Background: an optimization exercise with open tools, aiming at small area and a short achievable clock period. Do not read the settings as production practice.
The RTL was checked by simulation tests, not by an equivalence proof against the original design.

**design/flow/design.v**
```verilog
module elidon_core(
  input         clock,
  input         reset,
  output [15:0] imem_addr,
  input  [15:0] imem_rdata,
  output [15:0] dmem_addr,
  output        dmem_read,
  output        dmem_write,
  output [15:0] dmem_wdata,
  input  [15:0] dmem_rdata
);
  reg  [15:0] pcReg;
  reg  [15:0] f_ins;
  reg  [15:0] f_rA;
  reg  [15:0] f_rB;
  reg         f_hitA;
  reg         f_hitB;
  reg  [15:0] w_last;
  reg  [255:0] rf;
  reg  [15:0] d_ins;
  reg  [15:0] d_rs1;
  reg  [15:0] d_rs2;
  reg  [15:0] d_tgt;
  reg  [7:0] d_rem;
  reg  [7:0] d_qhi;
  reg  [7:0] d_alo;
  reg  [15:0] d_ub;
  reg         d_sa;
  reg         d_sb;
  reg  [17:0] d_t3;
  reg  [15:0] e_res;
  reg         e_neg;
  reg         e_inc;
  reg  [15:0] e_rdsv;
  reg         e_wb;
  reg         e_st;
  reg         e_ld;
  reg  [15:0] m_wv;
  wire [3:0]  op = d_ins[15:12];
  wire        op_c = op == 4'hc;
  wire        op_d = op == 4'hd;
  wire        op_e = op == 4'he;
  wire        op_f = op == 4'hf;
  wire        rs1_zero = d_rs1 == 16'h0;
  wire        br_en = op_d | op_e | op_f | (op_c & rs1_zero);
  wire [15:0] br_pc = (op_d | op_e) ? d_rs1 : d_tgt;
  assign imem_addr = br_en ? br_pc : pcReg + 16'h2;
  always @(posedge clock) begin
    if (reset) pcReg <= 16'hfffe;
    else pcReg <= imem_addr;
    f_ins <= imem_rdata;
  end
  wire [3:0]  f_op = f_ins[15:12];
  wire [3:0]  ra = imem_rdata[15] ? imem_rdata[7:4] : imem_rdata[11:8];
  wire [3:0]  rb = imem_rdata[3:0];
  wire [15:0] rA = f_hitA ? w_last : f_rA;
  wire [15:0] rB = f_hitB ? w_last : f_rB;
  wire [15:0] wb_data = e_ld ? dmem_rdata : m_wv;
  wire [3:0]  wb_addr = e_rdsv[3:0];
  wire        wb_en = e_ld | e_wb;
  wire [15:0] wb_d = reset ? 16'h0 : wb_data;
  genvar gi;
  generate
    for (gi = 0; gi < 16; gi = gi + 1) begin : g_rf
      always @(posedge clock) begin
        if (reset | (wb_en & (wb_addr == gi))) rf[gi*16 +: 16] <= wb_d;
      end
    end
  endgenerate
  always @(posedge clock) begin
    f_rA   <= rf[ra*16 +: 16];
    f_rB   <= rf[rb*16 +: 16];
    f_hitA <= reset | (wb_en & (wb_addr == ra));
    f_hitB <= reset | (wb_en & (wb_addr == rb));
    w_last <= wb_d;
  end
  wire [15:0] f_off = (f_op == 4'hc) ? {{8{f_ins[7]}}, f_ins[7:0]} :
                      (f_op == 4'he) ? 16'h2 : {{4{f_ins[11]}}, f_ins[11:0]};
  wire        sa = rA[15];
  wire        sb = rB[15];
  wire [15:0] ua1 = sa ? 16'h0 - rA : rA;
  wire [15:0] nb = rB ^ {16{sb}};
  wire [15:0] ub = nb + {15'h0, sb};
  wire [17:0] t3 = {2'b0, ub} + {1'b0, ub, 1'b0};
  wire [1:0] r0_x = ua1[15:14];
  wire [2:0] r0_s1 = {1'b0, r0_x[1:0]} - {1'b0, ub[1:0]};
  wire r0_g1 = (ub[15:2] == 14'h0) & ~r0_s1[2];
  wire [1:0] r0_s2 = {1'b0, r0_x[1:1]} - {1'b0, ub[0:0]};
  wire r0_g2 = (ub[15:1] == 15'h0) & ~r0_s2[1];
  wire [2:0] r0_s3 = {1'b0, r0_x} - {1'b0, t3[1:0]};
  wire r0_g3 = (t3[17:2] == 16'h0) & ~r0_s3[2];
  wire [1:0] r0_q = {r0_g2, r0_g3 | (r0_g1 & ~r0_g2)};
  wire [1:0] r0_r = r0_g3 ? r0_s3[1:0] : r0_g2 ? {r0_s2[0:0], r0_x[0]} :
                       r0_g1 ? r0_s1[1:0] : r0_x;
  wire [1:0] r0_ro = r0_r[1:0];
  wire [3:0] r1_x = {r0_ro[1:0], ua1[13:12]};
  wire [4:0] r1_s1 = {1'b0, r1_x[3:0]} - {1'b0, ub[3:0]};
  wire r1_g1 = (ub[15:4] == 12'h0) & ~r1_s1[4];
  wire [3:0] r1_s2 = {1'b0, r1_x[3:1]} - {1'b0, ub[2:0]};
  wire r1_g2 = (ub[15:3] == 13'h0) & ~r1_s2[3];
  wire [4:0] r1_s3 = {1'b0, r1_x} - {1'b0, t3[3:0]};
  wire r1_g3 = (t3[17:4] == 14'h0) & ~r1_s3[4];
  wire [1:0] r1_q = {r1_g2, r1_g3 | (r1_g1 & ~r1_g2)};
  wire [3:0] r1_r = r1_g3 ? r1_s3[3:0] : r1_g2 ? {r1_s2[2:0], r1_x[0]} :
                       r1_g1 ? r1_s1[3:0] : r1_x;
  wire [3:0] r1_ro = r1_r[3:0];
  wire [5:0] r2_x = {r1_ro[3:0], ua1[11:10]};
  wire [6:0] r2_s1 = {1'b0, r2_x[5:0]} - {1'b0, ub[5:0]};
  wire r2_g1 = (ub[15:6] == 10'h0) & ~r2_s1[6];
  wire [5:0] r2_s2 = {1'b0, r2_x[5:1]} - {1'b0, ub[4:0]};
  wire r2_g2 = (ub[15:5] == 11'h0) & ~r2_s2[5];
  wire [6:0] r2_s3 = {1'b0, r2_x} - {1'b0, t3[5:0]};
  wire r2_g3 = (t3[17:6] == 12'h0) & ~r2_s3[6];
  wire [1:0] r2_q = {r2_g2, r2_g3 | (r2_g1 & ~r2_g2)};
  wire [5:0] r2_r = r2_g3 ? r2_s3[5:0] : r2_g2 ? {r2_s2[4:0], r2_x[0]} :
                       r2_g1 ? r2_s1[5:0] : r2_x;
  wire [5:0] r2_ro = r2_r[5:0];
  wire [7:0] r3_x = {r2_ro[5:0], ua1[9:8]};
  wire [8:0] r3_s1 = {1'b0, r3_x[7:0]} - {1'b0, ub[7:0]};
  wire r3_g1 = (ub[15:8] == 8'h0) & ~r3_s1[8];
  wire [7:0] r3_s2 = {1'b0, r3_x[7:1]} - {1'b0, ub[6:0]};
  wire r3_g2 = (ub[15:7] == 9'h0) & ~r3_s2[7];
  wire [8:0] r3_s3 = {1'b0, r3_x} - {1'b0, t3[7:0]};
  wire r3_g3 = (t3[17:8] == 10'h0) & ~r3_s3[8];
  wire [1:0] r3_q = {r3_g2, r3_g3 | (r3_g1 & ~r3_g2)};
  wire [7:0] r3_r = r3_g3 ? r3_s3[7:0] : r3_g2 ? {r3_s2[6:0], r3_x[0]} :
                       r3_g1 ? r3_s1[7:0] : r3_x;
  wire [7:0] r3_ro = r3_r[7:0];
  always @(posedge clock) begin
    d_ins <= f_ins;
    d_rs1 <= rA;
    d_rs2 <= rB;
    d_tgt <= pcReg + f_off;
    d_rem <= r3_ro;
    d_qhi <= {r0_q, r1_q, r2_q, r3_q};
    d_alo <= ua1[7:0];
    d_ub  <= ub;
    d_sa  <= sa;
    d_sb  <= sb;
    d_t3  <= t3;
  end
  wire [9:0] r4_x = {d_rem[7:0], d_alo[7:6]};
  wire [10:0] r4_s1 = {1'b0, r4_x[9:0]} - {1'b0, d_ub[9:0]};
  wire r4_g1 = (d_ub[15:10] == 6'h0) & ~r4_s1[10];
  wire [9:0] r4_s2 = {1'b0, r4_x[9:1]} - {1'b0, d_ub[8:0]};
  wire r4_g2 = (d_ub[15:9] == 7'h0) & ~r4_s2[9];
  wire [10:0] r4_s3 = {1'b0, r4_x} - {1'b0, d_t3[9:0]};
  wire r4_g3 = (d_t3[17:10] == 8'h0) & ~r4_s3[10];
  wire [1:0] r4_q = {r4_g2, r4_g3 | (r4_g1 & ~r4_g2)};
  wire [9:0] r4_r = r4_g3 ? r4_s3[9:0] : r4_g2 ? {r4_s2[8:0], r4_x[0]} :
                       r4_g1 ? r4_s1[9:0] : r4_x;
  wire [9:0] r4_ro = r4_r[9:0];
  wire [11:0] r5_x = {r4_ro[9:0], d_alo[5:4]};
  wire [12:0] r5_s1 = {1'b0, r5_x[11:0]} - {1'b0, d_ub[11:0]};
  wire r5_g1 = (d_ub[15:12] == 4'h0) & ~r5_s1[12];
  wire [11:0] r5_s2 = {1'b0, r5_x[11:1]} - {1'b0, d_ub[10:0]};
  wire r5_g2 = (d_ub[15:11] == 5'h0) & ~r5_s2[11];
  wire [12:0] r5_s3 = {1'b0, r5_x} - {1'b0, d_t3[11:0]};
  wire r5_g3 = (d_t3[17:12] == 6'h0) & ~r5_s3[12];
  wire [1:0] r5_q = {r5_g2, r5_g3 | (r5_g1 & ~r5_g2)};
  wire [11:0] r5_r = r5_g3 ? r5_s3[11:0] : r5_g2 ? {r5_s2[10:0], r5_x[0]} :
                       r5_g1 ? r5_s1[11:0] : r5_x;
  wire [11:0] r5_ro = r5_r[11:0];
  wire [13:0] r6_x = {r5_ro[11:0], d_alo[3:2]};
  wire [14:0] r6_s1 = {1'b0, r6_x[13:0]} - {1'b0, d_ub[13:0]};
  wire r6_g1 = (d_ub[15:14] == 2'h0) & ~r6_s1[14];
  wire [13:0] r6_s2 = {1'b0, r6_x[13:1]} - {1'b0, d_ub[12:0]};
  wire r6_g2 = (d_ub[15:13] == 3'h0) & ~r6_s2[13];
  wire [14:0] r6_s3 = {1'b0, r6_x} - {1'b0, d_t3[13:0]};
  wire r6_g3 = (d_t3[17:14] == 4'h0) & ~r6_s3[14];
  wire [1:0] r6_q = {r6_g2, r6_g3 | (r6_g1 & ~r6_g2)};
  wire [13:0] r6_r = r6_g3 ? r6_s3[13:0] : r6_g2 ? {r6_s2[12:0], r6_x[0]} :
                       r6_g1 ? r6_s1[13:0] : r6_x;
  wire [13:0] r6_ro = r6_r[13:0];
  wire [15:0] r7_x = {r6_ro[13:0], d_alo[1:0]};
  wire [16:0] r7_s1 = {1'b0, r7_x[15:0]} - {1'b0, d_ub[15:0]};
  wire r7_g1 = 1'b1 & ~r7_s1[16];
  wire [15:0] r7_s2 = {1'b0, r7_x[15:1]} - {1'b0, d_ub[14:0]};
  wire r7_g2 = (d_ub[15:15] == 1'h0) & ~r7_s2[15];
  wire [16:0] r7_s3 = {1'b0, r7_x} - {1'b0, d_t3[15:0]};
  wire r7_g3 = (d_t3[17:16] == 2'h0) & ~r7_s3[16];
  wire [1:0] r7_q = {r7_g2, r7_g3 | (r7_g1 & ~r7_g2)};
  wire [15:0] r7_r = r7_g3 ? r7_s3[15:0] : r7_g2 ? {r7_s2[14:0], r7_x[0]} :
                       r7_g1 ? r7_s1[15:0] : r7_x;
  wire [14:0] r7_ro = r7_r[14:0];
  wire [15:0] quo = {d_qhi, r4_q, r5_q, r6_q, r7_q};
  wire [15:0] bm1 = d_ub - 16'h1;
  wire        q_fix = 1'b0;
  wire        b_zero = d_rs2 == 16'h0;
  wire        is_div = op == 4'h6;
  wire        use_sub = (op == 4'h3) | (op == 4'h5);
  wire [15:0] add_b = use_sub ? ~d_rs2 :
                      (op[3] ? {12'h0, d_ins[3:0]} : d_rs2);
  wire [15:0] added = d_rs1 + add_b + {15'h0, use_sub};
  wire        slt = (d_rs1[15] ^ d_rs2[15]) ? d_rs1[15] : added[15];
  wire        is_sh = op == 4'h4;
  wire [15:0] nrs2 = 16'h0 - d_rs2;
  wire        sh_right = d_rs2[15];
  wire [3:0]  sh_amt = sh_right ? nrs2[3:0] : d_rs2[3:0];
  wire        sh_big = sh_right ? (nrs2[15:4] != 12'h0) : (d_rs2[15:4] != 12'h0);
  wire [15:0] sh_pow = sh_big ? 16'h0 : (16'h1 << sh_amt);
  wire [15:0] rs1_rev;
  wire [15:0] mul_rev;
  wire [15:0] ma = (is_sh & sh_right) ? rs1_rev : d_rs1;
  wire [15:0] mbv = is_sh ? sh_pow : d_rs2;
  generate
    for (gi = 0; gi < 16; gi = gi + 1) begin : g_rev
      assign rs1_rev[gi] = d_rs1[15-gi];
      assign mul_rev[gi] = mul[15-gi];
    end
  endgenerate
  wire [15:0] sh_out = sh_right ? mul_rev : mul;
  wire [16:0] mb = {mbv, 1'b0};
  reg  [15:0] pp [0:7];
  reg  [7:0]  pneg;
  integer i;
  always @(*) begin
    for (i = 0; i < 8; i = i + 1) begin : g_booth
      reg b0, b1, b2;
      reg [15:0] s;
      b0 = mb[2*i]; b1 = mb[2*i+1]; b2 = mb[2*i+2];
      s = (b1 ^ b0) ? ma :
          ((b2 & ~b1 & ~b0) | (~b2 & b1 & b0)) ? {ma[14:0], 1'b0} : 16'h0;
      pneg[i] = b2 & ~(b1 & b0);
      pp[i] = (pneg[i] ? ~s : s) << (2*i);
    end
  end
  wire [15:0] mul = pp[0] + pp[1] + pp[2] + pp[3] + pp[4] + pp[5] + pp[6] + pp[7] +
    {1'b0, pneg[7], 1'b0, pneg[6], 1'b0, pneg[5], 1'b0, pneg[4],
     1'b0, pneg[3], 1'b0, pneg[2], 1'b0, pneg[1], 1'b0, pneg[0]};
  reg [15:0] alu;
  always @(*) begin
    case (op)
      4'h0: alu = d_rs1 & d_rs2;
      4'h1: alu = ~(d_rs1 | d_rs2);
      4'h2: alu = added;
      4'h3: alu = added;
      4'h4: alu = sh_out;
      4'h5: alu = {15'h0, slt};
      4'h6: alu = b_zero ? 16'h0 : quo;
      4'h7: alu = mul;
      4'h8: alu = added;
      4'h9: alu = added;
      4'ha: alu = {d_ins[7:0], d_rs1[7:0]};
      4'hb: alu = {d_rs1[15:8], d_ins[7:0]};
      4'hd: alu = 16'h0;
      default: alu = d_tgt;
    endcase
  end
  always @(posedge clock) begin
    if (reset) begin
      e_res  <= 16'h0;
      e_neg  <= 1'b0;
      e_inc  <= 1'b0;
      e_rdsv <= 16'h0;
      e_wb   <= 1'b0;
      e_st   <= 1'b0;
      e_ld   <= 1'b0;
    end else begin
      e_res  <= alu;
      e_neg  <= is_div & ~b_zero & (d_sa ^ d_sb);
      e_inc  <= is_div & ~b_zero & (d_sa ^ d_sb ^ q_fix);
      e_rdsv <= (op == 4'h9) ? d_rs1 : {12'h0, d_ins[11:8]};
      e_wb   <= ~((op == 4'h9) | op_f | op_d | op_c);
      e_st   <= op == 4'h9;
      e_ld   <= op == 4'h8;
    end
  end
  assign dmem_addr  = (e_res ^ {16{e_neg}}) + {15'h0, e_inc};
  assign dmem_read  = e_ld;
  assign dmem_write = e_st;
  assign dmem_wdata = e_rdsv;
  always @(posedge clock) begin
    m_wv <= e_rdsv;
  end
endmodule
```
**design/flow/flow/run.sh**
```bash
#!/bin/bash
set -euo pipefail
cd "$(dirname "$0")/.."
bash standard.sh SETUP_SLACK_MARGIN=20 finish > standard_flow.log 2>&1
```
**design/flow/standard.sh**
```bash
#!/bin/bash
# synth_recipe.tcl (not shown) runs the flow's synth.tcl, then flattens the netlist and writes it again
# the make line also repeats each setting of config.mk as NAME=value (left out here)
make -C /OpenROAD-flow-scripts/flow DESIGN_CONFIG=/design/flow/config.mk WORK_HOME=/design/flow/orfs CLKGATE_MAP_FILE= SYNTH_SCRIPT=/design/flow/synth_recipe.tcl "${@:-finish}"
```
**design/flow/config.mk**
```make
export PLATFORM = sky130hd
export DESIGN_NAME = elidon_core
export DESIGN_NICKNAME = elidon_core
export VERILOG_FILES = /design/flow/design.v
export SDC_FILE = /design/flow/constraint.sdc
export NUM_CORES = 4
export LEC_CHECK = 0
export CAP_MARGIN = 20
export CORE_MARGIN = 2
export CORE_UTILIZATION = 40
export SLEW_MARGIN = 20
```
**design/flow/constraint.sdc**
```tcl
create_clock -name core_clock -period 32.0 [get_ports {clock}]
set_input_delay 6.4000 -clock core_clock [delete_from_list [all_inputs] [get_ports {clock}]]
set_output_delay 6.4000 -clock core_clock [all_outputs]
set_load 0.01 [all_outputs]
```
==> results.py, run 1 <==
metrics = {
    "run_status": {
        "status": "complete, no violations",
    },
    "job": {
        "drv_cap": 0,
    },
    "clock_tree": {
        "cts_buffers": 54,
        "clock_latency_ns": 0.65,
        "clockBufferDepth": 3,
        "cts.clk_slew.worst_paths_ns": 0.06,
        "hold_buffers": 0,
        "cts_htree_levels": 2,
        "cts-root-buf": "clkbuf_16",
        "clkSinkCount": 509,
        "cts_tree": "done",
    },
    "routing": {
        "drt-initial-drc-count": 2840,
        "dr.pass1.iters": 6,
        "drc": 0,
        "wl_per_cell_um": 23.1,
        "detail-route-antenna-nets": 0,
        "vias": 27800,
        "wirelength_mm": 111,
        "vias_per_cell": 5.79,
    },
    "worst_setup_path": {
        "setup.worst_path.start": "d_alo[6]",
        "worstSetupEndpointType": "register",
        "worst-path-buf-inv": 4,
        "startpoint_type": "register",
        "cp_top_family": "compound AO/OA/AOI/OAI gates",
        "crit_arrival_ns": 11.85,
        "endpoint": "e_res[0]",
        "r2r_slack_ns": 20.66,
        "critPathSlowestCell": "or4b_2",
        "cp.depth": 53,
        "cp_max_fo": 14,
        "r2r_cells": 53,
        "path_common_cell": "a21o_1",
        "cp.required_ns": 32.50,
        "timing.rr.start": "d_alo[6]",
        "slowest_delay_ns": 0.60,
        "crit_type": "reg -> reg",
        "reg2reg_to": "e_res[0]",
    },
    "timing": {
        "clock_skew_ns": 0.0729,
        "rsz0062_at_grt": "no",
        "tightestPinTransition_ns": 1.13,
        "min_period_ns": 11.34,
        "post-route-period-util": 0.354,
        "drv_slew": 0,
        "relSlewSlack": 0.244,
        "max_freq_mhz": 88.2,
        "setup_slack_ns": 20.66,
        "finalSetupViolCount": 0,
        "whs_ns": 0.324,
        "final_hold_viol_count": 0,
        "tns_ns": 0,
    },
    "synth": {
        "ys.flop_type": "edfxtp_1",
        "synth_adder_area_share": 0.141,
        "synth_top_area_cell": "edfxtp_1",
        "netlist_area_um2": 36400,
        "synthMuxAreaShare": 0.130,
        "netlist_top_cells_area": "edfxtp_1 21%, dfxtp_1 14%, ha_1 11%, mux4_2 8.9%, xnor2_1 4.9%",
        "synth_cells": 3534,
        "netlist_top_cells_count": "308 x ha_1, 260 x nand2_1, 256 x edfxtp_1",
        "ys_seq_area_frac": 0.351,
        "post_synth_and_or_nand_nor_area_fraction": 0.112,
        "synth_top_family_by_area": "compound AO/OA/AOI/OAI gates",
        "async_flop_share": 0,
        "yosysUniqueCellTypes": 94,
        "yosysMostFrequentCell": "ha_1",
        "synth-edff-count": 256,
        "syn_avg_cell_area_um2": 10.3,
        "ys_warn_count": 2,
        "syn-num-nets": 3939,
        "synth_xor_area_frac": 0.0732,
        "synth-compound-area-share": 0.151,
        "ys_seq_elements": 509,
        "synth_top_area_frac": 0.211,
    },
    "place": {
        "gp_congestion": 0.957,
        "hpwl_mm": 80.8,
        "io_buffers": 83,
        "dp_slack_ns": 19.06,
    },
    "grt": {
        "grt_max_degree": 77,
        "grt_pass1_vias": 26800,
        "grt_overflow_total": 0,
        "grt_pass1_wl_mm": 168,
        "grt_util_all_layers": 0.234,
        "antenna_found_initial": 4,
    },
    "floorplanning": {
        "die_w_um": 306,
        "coreArea_um2": 90000,
        "die-height_um": 306,
        "initial_utilization": 0.404,
        "design.die.area_um2": 93400,
        "num_rows": 110,
        "io-pin-count": 84,
    },
    "hold_path": {
        "hold_path.class": "reg -> reg",
    },
    "layout": {
        "nets": 3988,
        "area_delta_synth_final_pct": 12.7,
        "diodes": 0,
        "drive_gt1_frac": 0.127,
    },
}
[logic make-up after synthesis]
kind of cell | after synthesis
simple gates | 842
compound gates | 829
flops | 509
buf+inv | 397
fa+ha+maj | 371
xor+xnor | 296
mux | 290
[placed cells by master, fill, tap and decap left out, types with 89 or more instances in the layout]
cell type | Yosys | final
xnor2_1 | 202 | 199
mux2i_1 | 113 | 104
a21o_1 | 95 | 95
inv_1 | 231 | 230
nor2_1 | 192 | 177
mux4_2 | 144 | 144
a21oi_1 | 224 | 215
dfxtp_1 | 253 | 251
o21ai_0 | 145 | 138
edfxtp_1 | 256 | 256
xor2_1 | 89 | 89
ha_1 | 308 | 307
nand2_1 | 260 | 260
[what timing repair did]
| item | CTS | global route |
|---|---|---|
| setup endpoints to repair | 12 | 12 |
| pin swaps | 1 | 8 |
| gates resized for setup | 17 | 45 |
| setup buffers | 2 | 13 |
| cloned | 0 | 0 |
| endpoints found under the hold margin | 0 | 0 |
[flip-flops by register name, indices dropped and copies added, names as in the netlist, 8 cells and up]
name / count
f_rB: 16
d_tgt: 16
d_alo: 8
pcReg: 16
m_wv: 16
d_t3: 18
d_rs2: 15
d_rs1: 15
f_rA: 16
d_rem: 8
d_qhi: 8
rf: 256
e_res: 16
w_last: 16
d_ins: 16
f_ins: 16
d_ub: 15
e_rdsv: 16
[stage by stage]
stage / cell area, um^2 / instances / utilization
after floorplan: 36400 / 3534 / -
after global placement: 38600 / 4688 / 0.429
after detailed placement: 38600 / 4688 / 0.429
after CTS: 40700 / 4790 / 0.452
after global routing: 41000 / 4803 / 0.456
final: 41000 / 4803 / 0.456
[how the worst min path moves through the flow]
stage,from,end,slack (ns),depth (start not counted)
after global placement,f_ins[3],d_ins[3],0.33,0
after CTS,e_rdsv[9],m_wv[9],0.33,0
final,e_rdsv[9],m_wv[9],0.32,0
after detailed placement,f_ins[3],d_ins[3],0.33,0
after floorplan,f_ins[12],d_ins[12],0.32,0
after global routing,e_rdsv[9],m_wv[9],0.33,0
[worst reg2reg max path, delay by kind of cell (launching register included)]
kind            cells  cell delay (ns)
fa+ha+maj           5             1.47
buf+inv             4             0.55
flops               1             0.30
mux                 5             1.37
simple gates        7             1.30
compound gates     32             6.24
[metal layers]
| layer | wire, um | share of wire | track usage |
|---|---|---|---|
| met1 | 48600 | 0.44 | 0.323 |
| met5 | 27 | 0.00024 | 0 |
| met4 | 3220 | 0.029 | 0.0663 |
| met2 | 52200 | 0.47 | 0.388 |
| met3 | 6910 | 0.062 | 0.0244 |
[layout make-up]
class	count	area, um^2
Inverter	236	891
Multi-Input combinational cell	2628	22600
Fill cell	8468	49000
Tap cell	1176	1470
Sequential cell	509	12800
Clock inverter	24	370
Timing Repair Buffer	154	1370
Clock buffer	76	1600
==> run 2, diff against run 1 <==
==> design/flow/flow/run.sh (replaced) <==
#!/bin/bash
set -euo pipefail
cd "$(dirname "$0")/.."
bash standard.sh SETUP_SLACK_MARGIN=22 finish > standard_flow.log 2>&1
--- a/design/flow/config.mk
+++ b/design/flow/config.mk
@@ -9,3 +9,3 @@
 export CORE_MARGIN = 2
-export CORE_UTILIZATION = 40
+export CORE_UTILIZATION = 60
 export SLEW_MARGIN = 20
==> run 2 against run 1 <==
Against the previous run: critical path depth is 2 lower; worst hold slack improved by 0.015 ns; still clean on timing, DRC and antenna; global-route usage rose by 13 points; sequential cell count unchanged; highest routed layer unchanged.
==> results.py, run 2 <==
metrics = {
    "routing": {
        "wirelength_mm": 118,
        "vias_per_cell": 6.58,
        "wl_met2_mm": 55.8,
        "wl_met3_mm": 9.31,
        "routed.top_layer": "met5",
        "drc": 0,
        "vias": 29900,
        "drt-initial-drc-count": 3172,
        "wl_per_cell_um": 26.0,
        "dr.pass1.iters": 6,
        "detail-route-antenna-nets": 0,
        "wl_met1_mm": 45.6,
    },
    "clock_tree": {
        "cts-root-buf": "clkbuf_16",
        "hold_buffers": 0,
        "clkSinkCount": 509,
        "cts_buffers": 50,
        "cts.clk_slew.worst_paths_ns": 0.06,
        "cts_tree": "done",
        "clock_latency_ns": 0.63,
        "cts_htree_levels": 2,
        "clockBufferDepth": 3,
    },
    "layout": {
        "reg.largest.list": "rf x256, d_t3 x18",
        "largest-register": "rf",
        "final_common_cell": "ha_1",
        "area_delta_synth_final_pct": 17.0,
        "n_fill_cell": 4271,
        "nets": 4118,
        "drive_gt1_frac": 0.197,
        "final_cell_mix": "288 x ha_1, 256 x edfxtp_1, 254 x nand2_1",
        "largest_reg_flops": 256,
        "diodes": 0,
        "fin_cells": 4536,
    },
    "synth": {
        "synth_cells": 3534,
        "netlist_area_um2": 36400,
        "yosysMostFrequentCell": "ha_1",
        "netlist_top_cells_area": "edfxtp_1 21%, dfxtp_1 14%, ha_1 11%, mux4_2 8.9%, xnor2_1 4.9%",
        "ys_warn_count": 2,
        "syn-num-nets": 3939,
        "async_flop_share": 0,
        "ys_seq_elements": 509,
        "ys.flop_type": "edfxtp_1",
        "ys_seq_area_frac": 0.351,
        "synth-edff-count": 256,
        "yosysUniqueCellTypes": 94,
        "synth_top_area_cell": "edfxtp_1",
        "synth_top_area_frac": 0.211,
        "syn_avg_cell_area_um2": 10.3,
        "netlist_top_cells_count": "308 x ha_1, 260 x nand2_1, 256 x edfxtp_1",
    },
    "worst_setup_path": {
        "worstSetupEndpointType": "register",
        "startpoint_type": "register",
        "cp_max_fo": 7,
        "timing.rr.start": "f_hitB",
        "critPathSlowestCell": "mux2i_2",
        "r2r_slack_ns": 21.79,
        "slowest_delay_ns": 0.42,
        "cp.required_ns": 32.46,
        "crit_type": "reg -> reg",
        "crit_arrival_ns": 10.67,
        "r2r_cells": 51,
        "reg2reg_to": "d_rem[2]",
    },
    "run_status": {
        "status": "complete, no violations",
    },
    "grt": {
        "antenna_found_initial": 1,
        "grt_pass1_vias": 29600,
        "grt_max_degree": 67,
        "grt_overflow_total": 0,
        "grt_pass1_wl_mm": 177,
        "grt_util_all_layers": 0.367,
    },
    "timing": {
        "finalSetupViolCount": 0,
        "final_hold_viol_count": 0,
        "max_freq_mhz": 98.0,
        "min_period_ns": 10.21,
        "drv_slew": 0,
        "rsz0062_at_grt": "yes",
        "whs_ns": 0.339,
        "post-route-period-util": 0.319,
        "clock_skew_ns": 0.0500,
        "relSlewSlack": 0.250,
        "tns_ns": 0,
        "tightestPinTransition_ns": 1.13,
    },
    "place": {
        "gp_congestion": 1.00,
        "place_inst": 4289,
        "io_buffers": 83,
        "hpwl_mm": 82.0,
    },
    "floorplanning": {
        "design.die.area_um2": 62600,
        "coreArea_um2": 60100,
        "die-height_um": 250,
        "initial_utilization": 0.605,
        "die_w_um": 250,
        "num_rows": 90,
        "io-pin-count": 84,
    },
    "job": {
        "drv_cap": 0,
    },
    "hold_path": {
        "hold_path.class": "reg -> reg",
        "hp-start": "e_rdsv[15]",
        "worstHoldPathCells": 0,
        "min_to": "m_wv[15]",
    },
}
-- run 2: cell types whose count changed in the layout (fill, tap and decap cells not counted), sizes merged --
cell / previous run / this run
buf: 74 / 204
bufbuf: 0 / 1
clkbuf: 76 / 70
clkinv: 16 / 13
clkinvlp: 4 / 6
inv: 233 / 235
nor2: 193 / 194
-- run 2: cell families (layout without fill, tap and decap cells) --
group / after synthesis / after routing / synth area share
fa+ha+maj: 371 / 371 / 0.141
compound gates: 829 / 829 / 0.151
flops: 509 / 509 / 0.351
xor+xnor: 296 / 296 / 0.0732
simple gates: 842 / 843 / 0.112
buf+inv: 397 / 616 / 0.0414
mux: 290 / 290 / 0.130
-- run 2: layout make-up --
cell class                 instances  area (um^2)  share of cell area
clock buffer                      68         1430              0.0336
clock inverter                    25          365             0.00858
inverter                         236          910              0.0214
multi-input combinational       2629        23600               0.555
sequential                       509        12800               0.300
tap                              782          978              0.0230
timing repair buffer             287         2480              0.0582
-- run 2: per-stage QoR --
stage / worst slack, ns / util / area [um^2]
3_5_place_dp: 20.03 / 0.636 / 38300
2_1_floorplan: 21.98 / - / 36600
6_report: 21.79 / 0.708 / 42600
5_1_grt: 21.41 / 0.708 / 42600
4_1_cts: 21.95 / 0.689 / 41400
3_3_place_gp: 20.30 / 0.636 / 38300
-- run 2: worst max path at each step --
stage / start / slack, ns / cells after the start / to
finish: f_hitB / 21.79 / 51 / d_rem[2]
global route: f_hitB / 21.41 / 53 / d_rem[2]
CTS: d_alo[6] / 21.95 / 53 / e_res[0]
detailed placement: d_t3[0] / 20.03 / 47 / e_res[0]
global placement: d_t3[0] / 20.30 / 50 / e_res[0]
floorplan: f_hitB / 21.98 / 55 / d_rem[6]
-- run 2: per-layer routing --
metal	vias up	global-route usage
li1	13300	-
met1	14500	0.467
met2	1543	0.609
met3	444	0.0563
met4	2	0.191
met5	-	0
-- run 2: critical path, delay by kind of cell, from the launching register on --
kind / cells / cell delay (ns)
mux: 3 / 1.00
buf+inv: 9 / 1.05
flops: 1 / 0.38
xor+xnor: 1 / 0.22
simple gates: 17 / 3.61
compound gates: 17 / 2.72
fa+ha+maj: 4 / 1.01
-- run 2: what timing repair did --
action / in CTS / in global routing
buffers inserted: 96 / 54
gates resized for setup: 129 / 161
pin swaps: 68 / 117
setup endpoints to repair: 12 / 15
cloned: 2 / 2
==> run 3, diff against run 2 <==
--- a/design/flow/config.mk
+++ b/design/flow/config.mk
@@ -10,2 +10,4 @@
 export CORE_UTILIZATION = 60
+export CTS_BUF_LIST = sky130_fd_sc_hd__clkbuf_4 sky130_fd_sc_hd__clkbuf_8
+export CTS_CLUSTER_SIZE = 30
 export SLEW_MARGIN = 20
==> run 3 against run 2 <==
Against the previous run: still clean; utilization is 0.31 points lower; highest routed layer is now met4; worst hold slack better by 0.021 ns; synthesized cell count unchanged.
==> results.py, run 3 <==
metrics = {
    "grt": {
        "antenna_found_initial": 0,
        "grt_util_all_layers": 0.363,
        "grt_overflow_total": 0,
        "grt_pass1_vias": 29600,
        "grt_max_degree": 67,
        "grt_pass1_wl_mm": 175,
    },
    "routing": {
        "wl_per_cell_um": 25.3,
        "drc": 0,
        "drt-initial-drc-count": 2999,
        "wirelength_mm": 116,
        "dr.pass1.iters": 5,
        "vias": 29900,
        "vias_per_cell": 6.52,
        "detail-route-antenna-nets": 0,
    },
    "place": {
        "gp_congestion": 1.00,
        "dp_slack_ns": 20.03,
        "io_buffers": 83,
        "hpwl_mm": 82.0,
    },
    "floorplanning": {
        "die-height_um": 250,
        "initial_utilization": 0.605,
        "design.die.area_um2": 62600,
        "num_rows": 90,
        "io-pin-count": 84,
        "coreArea_um2": 60100,
        "die_w_um": 250,
    },
    "worst_setup_path": {
        "crit_type": "reg -> reg",
        "worstSetupEndpointType": "register",
        "critPathSlowestCell": "a2111o_1",
        "cp.required_ns": 32.53,
        "startpoint_type": "register",
        "crit_arrival_ns": 10.58,
        "cp_max_fo": 6,
        "slowest_delay_ns": 0.42,
    },
    "timing": {
        "finalSetupViolCount": 0,
        "setup_slack_ns": 21.95,
        "min_period_ns": 10.05,
        "tns_ns": 0,
        "tightestPinTransition_ns": 1.18,
        "post-route-period-util": 0.314,
        "rsz0062_at_grt": "yes",
        "relSlewSlack": 0.214,
        "final_hold_viol_count": 0,
        "drv_slew": 0,
        "max_freq_mhz": 99.5,
        "clock_skew_ns": 0.0362,
    },
    "layout": {
        "final_cell_mix": "291 x ha_1, 256 x edfxtp_1, 253 x nand2_1",
        "largest-register": "rf",
        "area_delta_synth_final_pct": 16.5,
        "final_common_cell": "ha_1",
        "n_fill_cell": 4357,
        "drive_gt1_frac": 0.208,
        "largest_reg_flops": 256,
        "final_core_util": 0.705,
        "reg.largest.list": "rf x256, d_t3 x18",
        "nets": 4141,
    },
    "clock_tree": {
        "cts_htree_levels": 3,
        "cts-root-buf": "clkbuf_8",
        "hold_buffers": 0,
        "cts_tree": "done",
        "clkSinkCount": 509,
        "cts_buffers": 79,
        "cts.clk_slew.worst_paths_ns": 0.06,
        "clockBufferDepth": 3,
        "clock_latency_ns": 0.68,
    },
    "synth": {
        "synth_xor_area_frac": 0.0732,
        "ys_seq_elements": 509,
        "netlist_area_um2": 36400,
        "netlist_top_cells_count": "308 x ha_1, 260 x nand2_1, 256 x edfxtp_1",
        "async_flop_share": 0,
        "synth-edff-count": 256,
        "post_synth_and_or_nand_nor_area_fraction": 0.112,
        "yosysMostFrequentCell": "ha_1",
        "ys.flop_type": "edfxtp_1",
        "synth-compound-area-share": 0.151,
        "syn-num-nets": 3939,
        "ys_warn_count": 2,
        "yosysUniqueCellTypes": 94,
        "synth_top_area_frac": 0.211,
        "syn_avg_cell_area_um2": 10.3,
        "synth_top_family_by_area": "compound AO/OA/AOI/OAI gates",
        "synth_adder_area_share": 0.141,
        "ys_seq_area_frac": 0.351,
        "synth_cells": 3534,
        "netlist_top_cells_area": "edfxtp_1 21%, dfxtp_1 14%, ha_1 11%, mux4_2 8.9%, xnor2_1 4.9%",
        "synth_top_area_cell": "edfxtp_1",
        "synthMuxAreaShare": 0.130,
    },
    "job": {
        "drv_cap": 0,
    },
    "run_status": {
        "status": "complete, no violations",
    },
    "hold_path": {
        "hold_path.class": "reg -> reg",
    },
}
## run 3: cell counts after synthesis
Identical to the previous run, type by type.
## run 3: kinds of logic after synthesis
family,count (synthesis)
xor+xnor,296
compound gates,829
fa+ha+maj,371
buf+inv,397
simple gates,842
mux,290
flops,509
## run 3: path summary, 6_finish.rpt
path | start | to | slack, ns | depth (start not counted)
setup reg to reg | f_hitB | d_rem[5] | 21.95 | 47
hold reg to reg | e_rdsv[15] | m_wv[15] | 0.36 | 0
setup / recovery | f_hitB | d_rem[5] | 21.95 | 47
hold / removal | e_rdsv[15] | m_wv[15] | 0.36 | 0
## run 3: metrics by stage
| stage | instances | instance area (um^2) | hold WS, ns |
|---|---|---|---|
| floorplan | 3534 | 36600 | 0.322 |
| global placement | 4289 | 38300 | 0.339 |
| detailed placement | 4289 | 38300 | 0.348 |
| CTS | 4530 | 41200 | 0.361 |
| global route | 4584 | 42400 | 0.372 |
| finish | 4585 | 42400 | 0.359 |
## run 3: final cells by class
| class | instances | area [um^2] | share of cell area |
|---|---|---|---|
| Inverter | 236 | 912 | 0.0215 |
| Sequential cell | 509 | 12800 | 0.301 |
| Clock inverter | 26 | 178 | 0.00419 |
| Multi-Input combinational cell | 2629 | 23600 | 0.557 |
| Clock buffer | 121 | 1500 | 0.0353 |
| Tap cell | 782 | 978 | 0.0231 |
| Antenna cell | 1 | 2.50 | 0.0000590 |
| Timing Repair Buffer | 281 | 2420 | 0.0572 |
## run 3: timing repair
item,4_1_cts,5_1_grt
resized for setup,122,162
setup buffers,92,52
pin swaps,66,127
endpoints found under the hold margin,0,0
cloned,2,2
endpoints found under the setup margin,13,16
## run 3: critical path, delay by kind of cell, from the launching register on
| family | cells | cell delay, ns |
|---|---|---|
| DFF | 1 | 0.39 |
| adders and majority gates | 5 | 1.35 |
| buffers and inverters | 5 | 0.60 |
| AOI/OAI and AO/OA | 21 | 4.18 |
| muxes | 4 | 1.29 |
| and+or+nand+nor | 10 | 1.62 |
| xor gates and xnor gates | 2 | 0.48 |
## run 3: routing by layer
metal	GRT usage	share of wire	up-vias
met5	0	0	-
met4	0.202	0.061	0
met3	0.0565	0.080	439
met2	0.598	0.47	1570
met1	0.459	0.39	14500
li1	-	-	13400
==> run 4, diff against run 3 <==
--- a/design/flow/config.mk
+++ b/design/flow/config.mk
@@ -7,5 +7,6 @@
 export LEC_CHECK = 0
+export ABC_AREA = 1
 export CAP_MARGIN = 20
 export CORE_MARGIN = 2
-export CORE_UTILIZATION = 60
+export CORE_UTILIZATION = 40
 export CTS_BUF_LIST = sky130_fd_sc_hd__clkbuf_4 sky130_fd_sc_hd__clkbuf_8
==> run 4 against run 3 <==
Against the previous run: largest cell class unchanged; non-clock buffer count shrank 90; via count up 14%; worst hold slack worse by 0.0092 ns; clock-buffer cell count unchanged; synthesized cell count rose by 37%; wire length is 15% higher; register-to-register slack gained 0.66 ns; critical path type is now reg -> out; sequential cell count did not move.
==> results.py, run 4 <==
metrics = {
    "run_status": {
        "status": "complete, no violations",
    },
    "worst_setup_path": {
        "cp_max_fo": 25,
        "worstSetupEndpointType": "primary output",
        "crit_type": "reg -> out",
        "cp.required_ns": 25.60,
        "crit_arrival_ns": 3.32,
        "reg2reg_to": "e_res[0]",
        "startpoint_type": "register",
        "r2r_cells": 66,
        "r2r_slack_ns": 22.61,
        "timing.rr.start": "d_ub[2]",
    },
    "layout": {
        "largest_reg_flops": 256,
        "final_cell_mix": "766 x nand2_1, 591 x inv_1, 553 x o21ai_0",
        "fin_cells": 6251,
        "largest-register": "rf",
        "n_fill_cell": 9368,
        "final_core_util": 0.459,
        "reg.largest.list": "rf x256, d_t3 x18",
        "drive_gt1_frac": 0.110,
        "nets": 5331,
        "area_delta_synth_final_pct": 13.9,
        "final_common_cell": "nand2_1",
    },
    "hold_path": {
        "hold_path.class": "reg -> reg",
        "min_to": "m_wv[9]",
        "worstHoldPathCells": 0,
        "hp-start": "e_rdsv[9]",
    },
    "routing": {
        "drt-initial-drc-count": 2736,
        "drc": 0,
        "vias": 34100,
        "wirelength_mm": 134,
        "detail-route-antenna-nets": 0,
        "vias_per_cell": 5.45,
        "dr.pass1.iters": 6,
        "wl_per_cell_um": 21.4,
    },
    "timing": {
        "tightestPinTransition_ns": 1.08,
        "relSlewSlack": 0.275,
        "rsz0062_at_grt": "yes",
        "min_period_ns": 9.72,
        "whs_ns": 0.350,
        "max_freq_mhz": 103,
        "drv_slew": 0,
        "post-route-period-util": 0.304,
        "final_hold_viol_count": 0,
        "finalSetupViolCount": 0,
        "tns_ns": 0,
        "clock_skew_ns": 0.0515,
    },
    "synth": {
        "synth_cells": 4826,
        "async_flop_share": 0,
        "netlist_top_cells_count": "790 x nand2_1, 612 x inv_1, 581 x o21ai_0",
        "ys_seq_elements": 509,
        "syn-num-nets": 5231,
        "yosysUniqueCellTypes": 70,
        "ys_warn_count": 2,
        "synth_top_area_frac": 0.205,
        "netlist_top_cells_area": "edfxtp_1 21%, dfxtp_1 14%, ha_1 10%, nand2_1 7.9%, o21ai_0 7.8%",
        "ys.flop_type": "edfxtp_1",
        "netlist_area_um2": 37500,
        "synth-edff-count": 256,
        "yosysMostFrequentCell": "nand2_1",
        "synth_top_area_cell": "edfxtp_1",
        "ys_seq_area_frac": 0.340,
        "syn_avg_cell_area_um2": 7.77,
    },
    "job": {
        "drv_cap": 0,
    },
    "clock_tree": {
        "cts-root-buf": "clkbuf_8",
        "clock_latency_ns": 0.73,
        "cts.clk_slew.worst_paths_ns": 0.06,
        "cts_tree": "done",
        "cts_buffers": 82,
        "hold_buffers": 0,
        "clockBufferDepth": 3,
        "clkSinkCount": 509,
        "cts_htree_levels": 3,
    },
    "place": {
        "hpwl_mm": 98.0,
        "gp_congestion": 0.988,
        "place_inst": 6051,
        "io_buffers": 83,
    },
    "floorplanning": {
        "initial_utilization": 0.403,
        "io-pin-count": 84,
        "die_w_um": 310,
        "num_rows": 112,
        "coreArea_um2": 93000,
        "die-height_um": 310,
        "design.die.area_um2": 96200,
    },
    "grt": {
        "grt_overflow_total": 0,
        "grt_pass1_wl_mm": 198,
        "grt_util_all_layers": 0.273,
        "grt_max_degree": 129,
        "antenna_found_initial": 4,
        "grt_pass1_vias": 32400,
    },
}
run 4: cell count changes in the layout (fill, tap and decap cells not counted), moves of 52 or more:
| cell | before | now |
|---|---|---|
| nand2_1 | 253 | 766 |
| o21ai_0 | 109 | 553 |
| inv_1 | 222 | 591 |
| a21oi_1 | 183 | 411 |
| nor2_1 | 173 | 336 |
| nand3_1 | 51 | 210 |
| mux4_2 | 144 | 0 |
| xnor2_1 | 190 | 90 |
| mux2i_1 | 96 | 2 |
| a21o_1 | 95 | 14 |
| buf_4 | 182 | 105 |
| xor2_1 | 87 | 155 |
| o221ai_1 | 7 | 59 |
run 4: cell families (layout without fill, tap and decap cells):
| logic type | after synthesis | after routing | share of synthesized area |
|---|---|---|---|
| other | 0 | 2 | 0 |
| XOR/XNOR | 253 | 253 | 0.0597 |
| flip-flops | 509 | 509 | 0.340 |
| AND/OR/NAND/NOR | 1540 | 1540 | 0.176 |
| buffers and inverters | 817 | 986 | 0.0837 |
| multiplexers | 3 | 3 | 0.000835 |
| AO/OA/AOI/OAI | 1333 | 1333 | 0.203 |
| adder cells (fa/ha/maj) | 371 | 371 | 0.136 |
run 4: metrics by stage:
step                      worst slack, ns  cell area, um^2
final                               22.28            42700
after global routing                21.89            42700
after CTS                           21.94            41800
after detailed placement            20.83            39800
after global placement              21.09            39700
after floorplan                     23.20            37500
run 4: layout make-up:
cell class	count	area [um^2]	area share
antenna	2	5.00	0.000117
clock buffer	121	1500	0.0352
sequential	509	12800	0.299
multi-input combinational	3500	22400	0.524
timing repair buffer	191	1680	0.0394
inverter	642	2450	0.0573
tap	1254	1570	0.0367
clock inverter	32	340	0.00797
run 4: worst max path at each step:
stage / cells past startpoint / endpoint / from / slack [ns]
2_1_floorplan: 62 / d_rem[4] / f_hitB / 23.20
3_3_place_gp: 62 / e_res[0] / d_t3[0] / 21.09
3_5_place_dp: 63 / e_res[0] / d_t3[0] / 20.83
4_1_cts: 64 / e_res[0] / d_t3[0] / 21.94
5_1_grt: 67 / e_res[0] / d_alo[6] / 21.89
6_report: 9 / imem_addr[1] / d_rs1[11] / 22.28
run 4: per-layer routing:
| metal | global-route usage | vias up | share of wire |
|---|---|---|---|
| met1 | 0.347 | 16000 | 0.42 |
| met4 | 0.120 | 0 | 0.045 |
| met2 | 0.466 | 1154 | 0.47 |
| met5 | 0 | - | 0 |
| met3 | 0.0321 | 287 | 0.056 |
| li1 | - | 16700 | - |
run 4: repair_timing:
action                     in CTS  in global routing
pin swaps                       2                 20
cloned                          0                  1
setup endpoints to repair      13                 16
gates resized for setup        36                129
buffers inserted                5                 39
run 4: critical path, cell delays in order (launching register included):
cell	delay, ns
dfxtp_1	0.40
inv_1	0.34
nand4_1	0.15
nor2_1	0.15
nand4_1	0.13
o21ai_1	0.11
buf_4	0.29
o211ai_1	0.22
o21ai_0	0.19
clkdlybuf4s50_1	0.62
==> run 5, diff against run 4 <==
--- a/design/flow/config.mk
+++ b/design/flow/config.mk
@@ -7,3 +7,2 @@
 export LEC_CHECK = 0
-export ABC_AREA = 1
 export CAP_MARGIN = 20
@@ -11,4 +10,3 @@
 export CORE_UTILIZATION = 40
-export CTS_BUF_LIST = sky130_fd_sc_hd__clkbuf_4 sky130_fd_sc_hd__clkbuf_8
-export CTS_CLUSTER_SIZE = 30
 export SLEW_MARGIN = 20
+export TNS_END_PERCENT = 5
==> run 5 against run 4 <==
Against the previous run: critical path depth rose by 42; clock skew fell by 0.016 ns; sequential share of layout area fell by 0.19 points; area after synthesis fell by 2.9%; via count fell by 15%; register-to-register slack got worse by 0.67 ns; die area fell by 2.9%; global-route usage fell by 3.3 points; wire length fell by 13%; first-iteration DRC count rose by 1.4%; synthesized cell count fell by 27%; critical path type is now reg -> reg; critical endpoint is now e_res[0].
==> results.py, run 5 <==
metrics = {
    "worst_setup_path": {
        "r2r_slack_ns": 21.94,
        "critPathSlowestCell": "a2111oi_4",
        "slowest_delay_ns": 0.44,
        "cp_max_fo": 5,
        "path_common_cell": "a21o_1",
        "crit_arrival_ns": 10.53,
        "startpoint_type": "register",
        "crit_type": "reg -> reg",
        "cp.required_ns": 32.47,
        "worstSetupEndpointType": "register",
    },
    "routing": {
        "dr.pass1.iters": 6,
        "vias": 28800,
        "vias_per_cell": 5.83,
        "drc": 0,
        "wl_per_cell_um": 23.4,
        "wirelength_mm": 116,
        "detail-route-antenna-nets": 0,
        "drt-initial-drc-count": 2773,
    },
    "clock_tree": {
        "cts-root-buf": "clkbuf_16",
        "cts.clk_slew.worst_paths_ns": 0.06,
        "cts_buffers": 55,
        "cts_tree": "done",
        "clock_latency_ns": 0.64,
        "cts_htree_levels": 2,
        "clockBufferDepth": 3,
        "clkSinkCount": 509,
        "hold_buffers": 0,
    },
    "layout": {
        "final_area_um2": 43000,
        "area_delta_synth_final_pct": 18.2,
        "reg.largest.list": "rf x256, d_t3 x18",
        "drive_gt1_frac": 0.191,
        "nets": 4126,
        "n_fill_cell": 8290,
        "largest_reg_flops": 256,
        "final_core_util": 0.478,
        "final_common_cell": "ha_1",
        "final_cell_mix": "294 x ha_1, 257 x nand2_1, 256 x edfxtp_1",
        "largest-register": "rf",
    },
    "floorplanning": {
        "coreArea_um2": 90000,
        "io-pin-count": 84,
        "num_rows": 110,
        "design.die.area_um2": 93400,
        "die-height_um": 306,
        "die_w_um": 306,
        "initial_utilization": 0.404,
    },
    "timing": {
        "min_period_ns": 10.06,
        "finalSetupViolCount": 0,
        "tns_ns": 0,
        "relSlewSlack": 0.246,
        "whs_ns": 0.344,
        "final_hold_viol_count": 0,
        "drv_slew": 0,
        "rsz0062_at_grt": "yes",
        "clock_skew_ns": 0.0351,
        "tightestPinTransition_ns": 1.13,
        "max_freq_mhz": 99.4,
        "post-route-period-util": 0.314,
    },
    "place": {
        "place_area_um2": 38800,
        "hpwl_mm": 82.2,
        "io_buffers": 83,
        "gp_congestion": 0.956,
    },
    "run_status": {
        "status": "complete, no violations",
    },
    "synth": {
        "synth_top_area_frac": 0.211,
        "netlist_area_um2": 36400,
        "ys_warn_count": 2,
        "syn_avg_cell_area_um2": 10.3,
        "async_flop_share": 0,
        "syn-num-nets": 3939,
        "ys_seq_elements": 509,
        "synth_cells": 3534,
        "ys.flop_type": "edfxtp_1",
        "ys_seq_area_frac": 0.351,
        "synth-edff-count": 256,
        "synth_top_area_cell": "edfxtp_1",
        "netlist_top_cells_count": "308 x ha_1, 260 x nand2_1, 256 x edfxtp_1",
        "yosysUniqueCellTypes": 94,
        "yosysMostFrequentCell": "ha_1",
        "netlist_top_cells_area": "edfxtp_1 21%, dfxtp_1 14%, ha_1 11%, mux4_2 8.9%, xnor2_1 4.9%",
    },
    "grt": {
        "grt_overflow_total": 0,
        "grt_pass1_wl_mm": 172,
        "grt_pass1_vias": 27500,
        "grt_util_all_layers": 0.240,
        "grt_max_degree": 71,
        "antenna_found_initial": 4,
    },
    "job": {
        "drv_cap": 0,
    },
    "hold_path": {
        "hold_path.class": "reg -> reg",
    },
}
run 5: layout make-up:
cell class | instances | area [um^2] | share of cell area
multi-input cells | 2629 | 23500 | 0.546
flip-flops and latches | 509 | 12800 | 0.297
repair buffers | 290 | 2530 | 0.0589
clock buffers | 76 | 1570 | 0.0364
well taps | 1176 | 1470 | 0.0342
inverters | 236 | 918 | 0.0214
clock inverters | 28 | 270 | 0.00629
diodes | 1 | 2.50 | 0.0000582
run 5: logic make-up after synthesis:
group                      Yosys count  share of synthesized area
and+or+nand+nor                    842                      0.112
buffers and inverters              397                     0.0414
muxes                              290                      0.130
adders and majority gates          371                      0.141
AOI/OAI and AO/OA                  829                      0.151
xor gates and xnor gates           296                     0.0732
DFF                                509                      0.351
run 5: worst max-delay path: cells and delay by family, from the launching register on:
| family | cells | cell delay (ns) |
|---|---|---|
| and+or+nand+nor | 5 | 0.50 |
| buffers and inverters | 4 | 0.43 |
| adders and majority gates | 5 | 1.26 |
| AOI/OAI and AO/OA | 35 | 6.68 |
| DFF | 1 | 0.39 |
| muxes | 2 | 0.66 |
run 5: path summary, 6_finish.rpt:
path / from / endpoint / depth (start not counted)
worst max register to register: d_t3[0] / e_res[0] / 51
worst max-delay path: d_t3[0] / e_res[0] / 51
worst min-delay path: f_ins[3] / d_ins[3] / 0
worst min register to register: f_ins[3] / d_ins[3] / 0
run 5: timing repair:
item | 4_1_cts | 5_1_grt
gates resized for setup | 91 | 159
pin swaps | 34 | 119
setup buffers | 68 | 76
gates cloned | 2 | 2
endpoints found under the setup margin | 28 | 32
run 5: metrics by stage:
| step | setup slack (ns) | instances |
|---|---|---|
| 3_5_place_dp | 19.96 | 4692 |
| 2_1_floorplan | 21.98 | 3534 |
| 4_1_cts | 21.69 | 4866 |
| 5_1_grt | 21.58 | 4944 |
| 3_3_place_gp | 20.07 | 4690 |
| 6_report | 21.94 | 4945 |
run 5: layer usage:
metal	vias to the layer above	wire length (um)	GRT usage	share of wire
met2	1132	54600	0.398	0.47
li1	13400	-	-	-
met3	222	7820	0.0315	0.068
met4	4	3700	0.0715	0.032
met1	14100	49400	0.327	0.43
met5	-	27	0	0.00023
==> run 6, diff against run 5 <==
--- a/design/flow/config.mk
+++ b/design/flow/config.mk
@@ -11,2 +11 @@
 export SLEW_MARGIN = 20
-export TNS_END_PERCENT = 5
==> run 6 against run 5 <==
Against the previous run: die area did not move; still clean on timing, DRC and antenna; sequential cell count did not move; worst hold slack improved by 0.011 ns; critical path depth fell by 3; maximum frequency barely moved; area after synthesis did not move; global-route usage fell by 0.066 points; non-clock buffer count rose by 20; setup slack improved by 0.0094 ns.
==> results.py, run 6 <==
metrics = {
    "run_status": {
        "status": "complete, no violations",
    },
    "timing": {
        "tns_ns": 0,
        "final_hold_viol_count": 0,
        "tightestPinTransition_ns": 1.12,
        "min_period_ns": 10.05,
        "max_freq_mhz": 99.5,
        "clock_skew_ns": 0.0554,
        "post-route-period-util": 0.314,
        "drv_slew": 0,
        "whs_ns": 0.355,
        "rsz0062_at_grt": "yes",
        "finalSetupViolCount": 0,
        "relSlewSlack": 0.249,
    },
    "layout": {
        "largest-register": "rf",
        "final_area_um2": 43400,
        "largest_reg_flops": 256,
        "nets": 4146,
        "reg.largest.list": "rf x256, d_t3 x18",
        "n_fill_cell": 8168,
        "area_delta_synth_final_pct": 19.2,
        "drive_gt1_frac": 0.201,
        "final_cell_mix": "291 x ha_1, 256 x nand2_1, 256 x edfxtp_1",
        "final_core_util": 0.482,
        "final_common_cell": "ha_1",
    },
    "floorplanning": {
        "num_rows": 110,
        "io-pin-count": 84,
        "coreArea_um2": 90000,
        "die_w_um": 306,
        "die-height_um": 306,
        "initial_utilization": 0.404,
        "design.die.area_um2": 93400,
    },
    "synth": {
        "ys_warn_count": 2,
        "yosysUniqueCellTypes": 94,
        "syn-num-nets": 3939,
        "netlist_top_cells_count": "308 x ha_1, 260 x nand2_1, 256 x edfxtp_1",
        "synth-edff-count": 256,
        "syn_avg_cell_area_um2": 10.3,
        "netlist_area_um2": 36400,
        "ys.flop_type": "edfxtp_1",
        "yosysMostFrequentCell": "ha_1",
        "ys_seq_area_frac": 0.351,
        "async_flop_share": 0,
        "synth_cells": 3534,
        "synth_top_area_cell": "edfxtp_1",
        "ys_seq_elements": 509,
        "synth_top_area_frac": 0.211,
        "netlist_top_cells_area": "edfxtp_1 21%, dfxtp_1 14%, ha_1 11%, mux4_2 8.9%, xnor2_1 4.9%",
    },
    "routing": {
        "drt-initial-drc-count": 2686,
        "dr.pass1.iters": 6,
        "drc": 0,
        "wl_per_cell_um": 23.3,
        "detail-route-antenna-nets": 0,
        "vias": 28800,
        "vias_per_cell": 5.80,
        "wirelength_mm": 116,
    },
    "job": {
        "drv_cap": 0,
    },
    "worst_setup_path": {
        "path_common_cell": "a21o_1",
        "crit_type": "reg -> reg",
        "slowest_delay_ns": 0.50,
        "cp.required_ns": 32.48,
        "reg2reg_to": "d_rem[5]",
        "startpoint_type": "register",
        "setup.worst_path.start": "f_hitB",
        "r2r_slack_ns": 21.95,
        "worstSetupEndpointType": "register",
        "cp_max_fo": 6,
        "r2r_cells": 48,
        "endpoint": "d_rem[5]",
        "critPathSlowestCell": "xor2_1",
        "crit_arrival_ns": 10.53,
        "timing.rr.start": "f_hitB",
    },
    "grt": {
        "grt_max_degree": 67,
        "grt_pass1_wl_mm": 172,
        "antenna_found_initial": 1,
        "grt_overflow_total": 0,
        "grt_pass1_vias": 27700,
        "grt_util_all_layers": 0.239,
    },
    "clock_tree": {
        "cts_buffers": 55,
        "cts_tree": "done",
        "clockBufferDepth": 3,
        "cts.clk_slew.worst_paths_ns": 0.06,
        "cts_htree_levels": 2,
        "clkSinkCount": 509,
        "clock_latency_ns": 0.64,
        "hold_buffers": 0,
        "cts-root-buf": "clkbuf_16",
    },
    "place": {
        "gp_congestion": 0.947,
        "place_area_um2": 38800,
        "hpwl_mm": 81.7,
        "io_buffers": 83,
    },
    "hold_path": {
        "hold_path.class": "reg -> reg",
    },
}
run 6: kinds of logic after synthesis:
group                    share of synthesized area
multiplexers                                 0.130
buffers and inverters                       0.0414
XOR/XNOR                                    0.0732
flip-flops                                   0.351
adder cells (fa/ha/maj)                      0.141
AO/OA/AOI/OAI                                0.151
AND/OR/NAND/NOR                              0.112
run 6: worst min-delay path by stage:
stage / from / endpoint / slack (ns) / cells past startpoint
detailed placement: e_rdsv[7] / m_wv[7] / 0.34 / 0
CTS: e_rdsv[7] / m_wv[7] / 0.36 / 0
finish: e_rdsv[5] / m_wv[5] / 0.35 / 0
floorplan: f_ins[12] / d_ins[12] / 0.32 / 0
global route: f_ins[0] / d_ins[0] / 0.36 / 0
global placement: e_rdsv[7] / m_wv[7] / 0.34 / 0
run 6: layout make-up:
cell class	instances	area (um^2)	share of cell area
flip-flops and latches	509	12800	0.295
clock buffers	76	1650	0.0379
clock inverters	28	329	0.00759
repair buffers	310	2700	0.0622
well taps	1176	1470	0.0339
inverters	236	918	0.0212
multi-input cells	2629	23500	0.543
diodes	1	2.50	0.0000577
run 6: critical path: cells and delay by family, from the launching register on:
| kind | cells | cell delay [ns] |
|---|---|---|
| AOI/OAI and AO/OA | 21 | 3.81 |
| and+or+nand+nor | 14 | 2.69 |
| adders and majority gates | 4 | 1.05 |
| muxes | 3 | 0.78 |
| buffers and inverters | 5 | 0.74 |
| xor gates and xnor gates | 1 | 0.50 |
| DFF | 1 | 0.36 |
run 6: repair_timing:
| action | in CTS | in global routing |
|---|---|---|
| endpoints found under the hold margin | 0 | 0 |
| setup buffers | 86 | 79 |
| resized for setup | 122 | 161 |
| pin swaps | 42 | 115 |
| setup endpoints to repair | 29 | 31 |
| cloned | 1 | 3 |
run 6: per-layer routing:
layer	global-route usage	part of all wire	wire [um]
met4	0.0716	0.032	3750
met2	0.398	0.47	54800
met3	0.0303	0.066	7660
met1	0.326	0.43	49600
met5	0	0.000078	9
run 6: stage by stage:
stage          setup WS [ns]  cells
2_1_floorplan          21.98   3534
5_1_grt                21.62   4964
3_3_place_gp           20.23   4690
4_1_cts                21.67   4881
6_report               21.95   4965
3_5_place_dp           19.99   4690
==> run 7, diff against run 6 <==
==> design/flow/flow/run.sh (replaced) <==
#!/bin/bash
set -euo pipefail
cd "$(dirname "$0")/.."
bash standard.sh SETUP_SLACK_MARGIN=23 finish > standard_flow.log 2>&1
--- a/design/flow/config.mk
+++ b/design/flow/config.mk
@@ -7,2 +7,3 @@
 export LEC_CHECK = 0
+export ABC_AREA = 1
 export CAP_MARGIN = 20
@@ -10,2 +11,4 @@
 export CORE_UTILIZATION = 40
+export CTS_BUF_LIST = sky130_fd_sc_hd__clkbuf_4 sky130_fd_sc_hd__clkbuf_8
+export CTS_CLUSTER_SIZE = 30
 export SLEW_MARGIN = 20
==> run 7 against run 6 <==
Against the previous run: maximum frequency is 9.2% higher; setup slack better by 0.84 ns; largest cell class unchanged; first-iteration DRC count is 10% higher; clock skew is 0.0016 ns lower; synthesized cell count is 37% higher; register-to-register slack better by 1.0 ns; critical path type is now reg -> out; utilization is 1.4 points higher.
==> results.py, run 7 <==
metrics = {
    "synth": {
        "yosysMostFrequentCell": "nand2_1",
        "ys_seq_area_frac": 0.340,
        "ys_warn_count": 2,
        "syn-num-nets": 5231,
        "ys.flop_type": "edfxtp_1",
        "synth_cells": 4826,
        "async_flop_share": 0,
        "synth-edff-count": 256,
        "syn_avg_cell_area_um2": 7.77,
        "netlist_top_cells_area": "edfxtp_1 21%, dfxtp_1 14%, ha_1 10%, nand2_1 7.9%, o21ai_0 7.8%",
        "synth_top_area_cell": "edfxtp_1",
        "yosysUniqueCellTypes": 70,
        "ys_seq_elements": 509,
    },
    "timing": {
        "relSlewSlack": 0.339,
        "post-route-period-util": 0.288,
        "clock_skew_ns": 0.0538,
        "rsz0062_at_grt": "yes",
        "finalSetupViolCount": 0,
        "final_hold_viol_count": 0,
        "drv_slew": 0,
        "tightestPinTransition_ns": 0.989,
    },
    "layout": {
        "largest-register": "rf",
        "final_area_um2": 46100,
        "drive_gt1_frac": 0.200,
        "area_delta_synth_final_pct": 23.1,
        "final_cell_mix": "728 x nand2_1, 552 x inv_1, 526 x o21ai_0",
        "final_core_util": 0.496,
        "largest_reg_flops": 256,
        "reg.largest.list": "rf x256, d_t3 x18",
        "n_fill_cell": 8964,
        "fin_cells": 6452,
    },
    "clock_tree": {
        "cts_tree": "done",
        "cts_htree_levels": 3,
        "clock_latency_ns": 0.73,
        "cts-root-buf": "clkbuf_8",
        "cts_buffers": 82,
        "clkSinkCount": 509,
    },
    "floorplanning": {
        "num_rows": 112,
        "io-pin-count": 84,
        "die_w_um": 310,
        "design.die.area_um2": 96200,
    },
    "worst_setup_path": {
        "cp_max_fo": 5,
        "cp.required_ns": 25.60,
        "worstSetupEndpointType": "primary output",
        "startpoint_type": "register",
        "crit_arrival_ns": 2.80,
        "crit_type": "reg -> out",
        "setup.worst_path.start": "e_neg",
    },
    "routing": {
        "wl_per_cell_um": 21.7,
        "dr.pass1.iters": 6,
        "drc": 0,
        "detail-route-antenna-nets": 0,
        "wirelength_mm": 140,
        "vias_per_cell": 5.51,
        "vias": 35600,
    },
    "hold_path": {
        "hp-start": "e_rdsv[9]",
        "hold_path.class": "reg -> reg",
    },
    "grt": {
        "grt.busiest_layer": "met2",
        "grt_max_degree": 129,
        "antenna_found_initial": 4,
        "grt_pass1_vias": 33300,
        "grt_pass1_wl_mm": 202,
        "use_met1": 0.349,
        "met2_usage": 0.474,
    },
    "job": {
        "drv_cap": 0,
    },
    "place": {
        "place_inst": 6051,
        "io_buffers": 83,
    },
    "run_status": {
        "status": "complete, no violations",
    },
}
[run 7: changes by cell type after synthesis, sizes merged, moves of 144 or more]
cell   before  now
nor2      193  359
nand3      51  219
inv       233  635
nand2     260  818
mux4      144    0
o21ai     164  625
a21oi     224  422
[run 7: path summary, 6_finish.rpt]
path	cells after the start	slack (ns)	end
setup / recovery	12	22.80	dmem_addr[13]
hold / removal	0	0.35	m_wv[9]
setup reg to reg	64	23.00	e_res[0]
hold reg to reg	0	0.35	m_wv[9]
[run 7: cells by family after synthesis]
kind of cell | after synthesis | share of synthesized area
AO/OA/AOI/OAI | 1333 | 0.203
XOR/XNOR | 253 | 0.0597
adder cells (fa/ha/maj) | 371 | 0.136
buffers and inverters | 817 | 0.0837
flip-flops | 509 | 0.340
multiplexers | 3 | 0.000835
AND/OR/NAND/NOR | 1540 | 0.176
[run 7: area by class of cell]
type,instances,area [um^2],area share
antenna,2,5.00,0.000108
clock buffer,121,1500,0.0326
clock inverter,32,340,0.00738
inverter,642,2560,0.0556
multi-input combinational,3504,24000,0.520
sequential,509,12800,0.278
tap,1254,1570,0.0340
timing repair buffer,385,3310,0.0718
timing repair inverter,3,16.3,0.000353
[run 7: repair_timing]
item                       CTS  global route
setup endpoints to repair   59            50
cloned                       5             7
hold buffers                 0             0
setup buffers               81           153
resized for setup          290           410
pin swaps                   32           193
[run 7: worst max-delay path: stages (launching register included)]
cell and delay [ns]:
dfxtp_4 0.38, buf_16 0.15, xnor2_4 0.15, nor2_2 0.15
nand2_2 0.09, nor3_4 0.22, inv_2 0.07, nor4_4 0.27
buf_4 0.17, buf_6 0.08, nand3_2 0.07, xor2_1 0.15
buf_2 0.17
[run 7: stage by stage]
stage          worst slack (ns)  hold slack [ns]
2_1_floorplan             23.20            0.324
3_3_place_gp              21.09            0.334
3_5_place_dp              20.83            0.338
4_1_cts                   22.76            0.351
5_1_grt                   22.41            0.356
6_report                  22.80            0.351
[run 7: layer usage]
metal | routed length, um | up-vias | part of all wire
li1 | - | 17000 | -
met1 | 57600 | 16900 | 0.41
met2 | 66200 | 1265 | 0.47
met3 | 8310 | 373 | 0.059
met4 | 7670 | 2 | 0.055
met5 | 13 | - | 0.000093

re-timing with driven ports:
The results above use ideal ports. As a check the final layouts listed here were re-extracted and re-timed, cells and wires unchanged. Step 1 (the two cells are an assumption about what drives the block):
set clk [get_ports {clock}]
set_driving_cell -lib_cell sky130_fd_sc_hd__clkbuf_16 $clk
set_driving_cell -lib_cell sky130_fd_sc_hd__buf_2 [delete_from_list [all_inputs] $clk]
Step 2, shift: input delay + t, output delay - t, t = (earliest + latest rising clock arrival at the registers) / 2. This alone moves slack from input paths to output paths. a / b / c = no drivers / after step 1 / after step 2; a / b = the first two.
run | t, ns | setup slack, ns | worst slew at a driven data input, ns
run 1 | 0.681 | 20.657 / 20.657 / 20.657 | 0.06
run 2 | 0.666 | 21.792 / 21.792 / 21.792 | 0.04
run 3 | 0.720 | 21.950 / 21.950 / 21.894 | 0.04
run 4 | 0.766 | 22.278 / 22.211 / 21.612 | 0.04
run 5 | 0.684 | 21.942 / 21.942 / 21.866 | 0.05
run 6 | 0.676 | 21.952 / 21.952 / 21.912 | 0.06
run 7 | 0.765 | 22.796 / 22.729 / 22.483 | 0.05
After both steps every run listed still meets setup and hold. For run 4, which loses most, drivers alone change the setup slack by -0.067 ns; drivers and shift together by -0.666 ns.
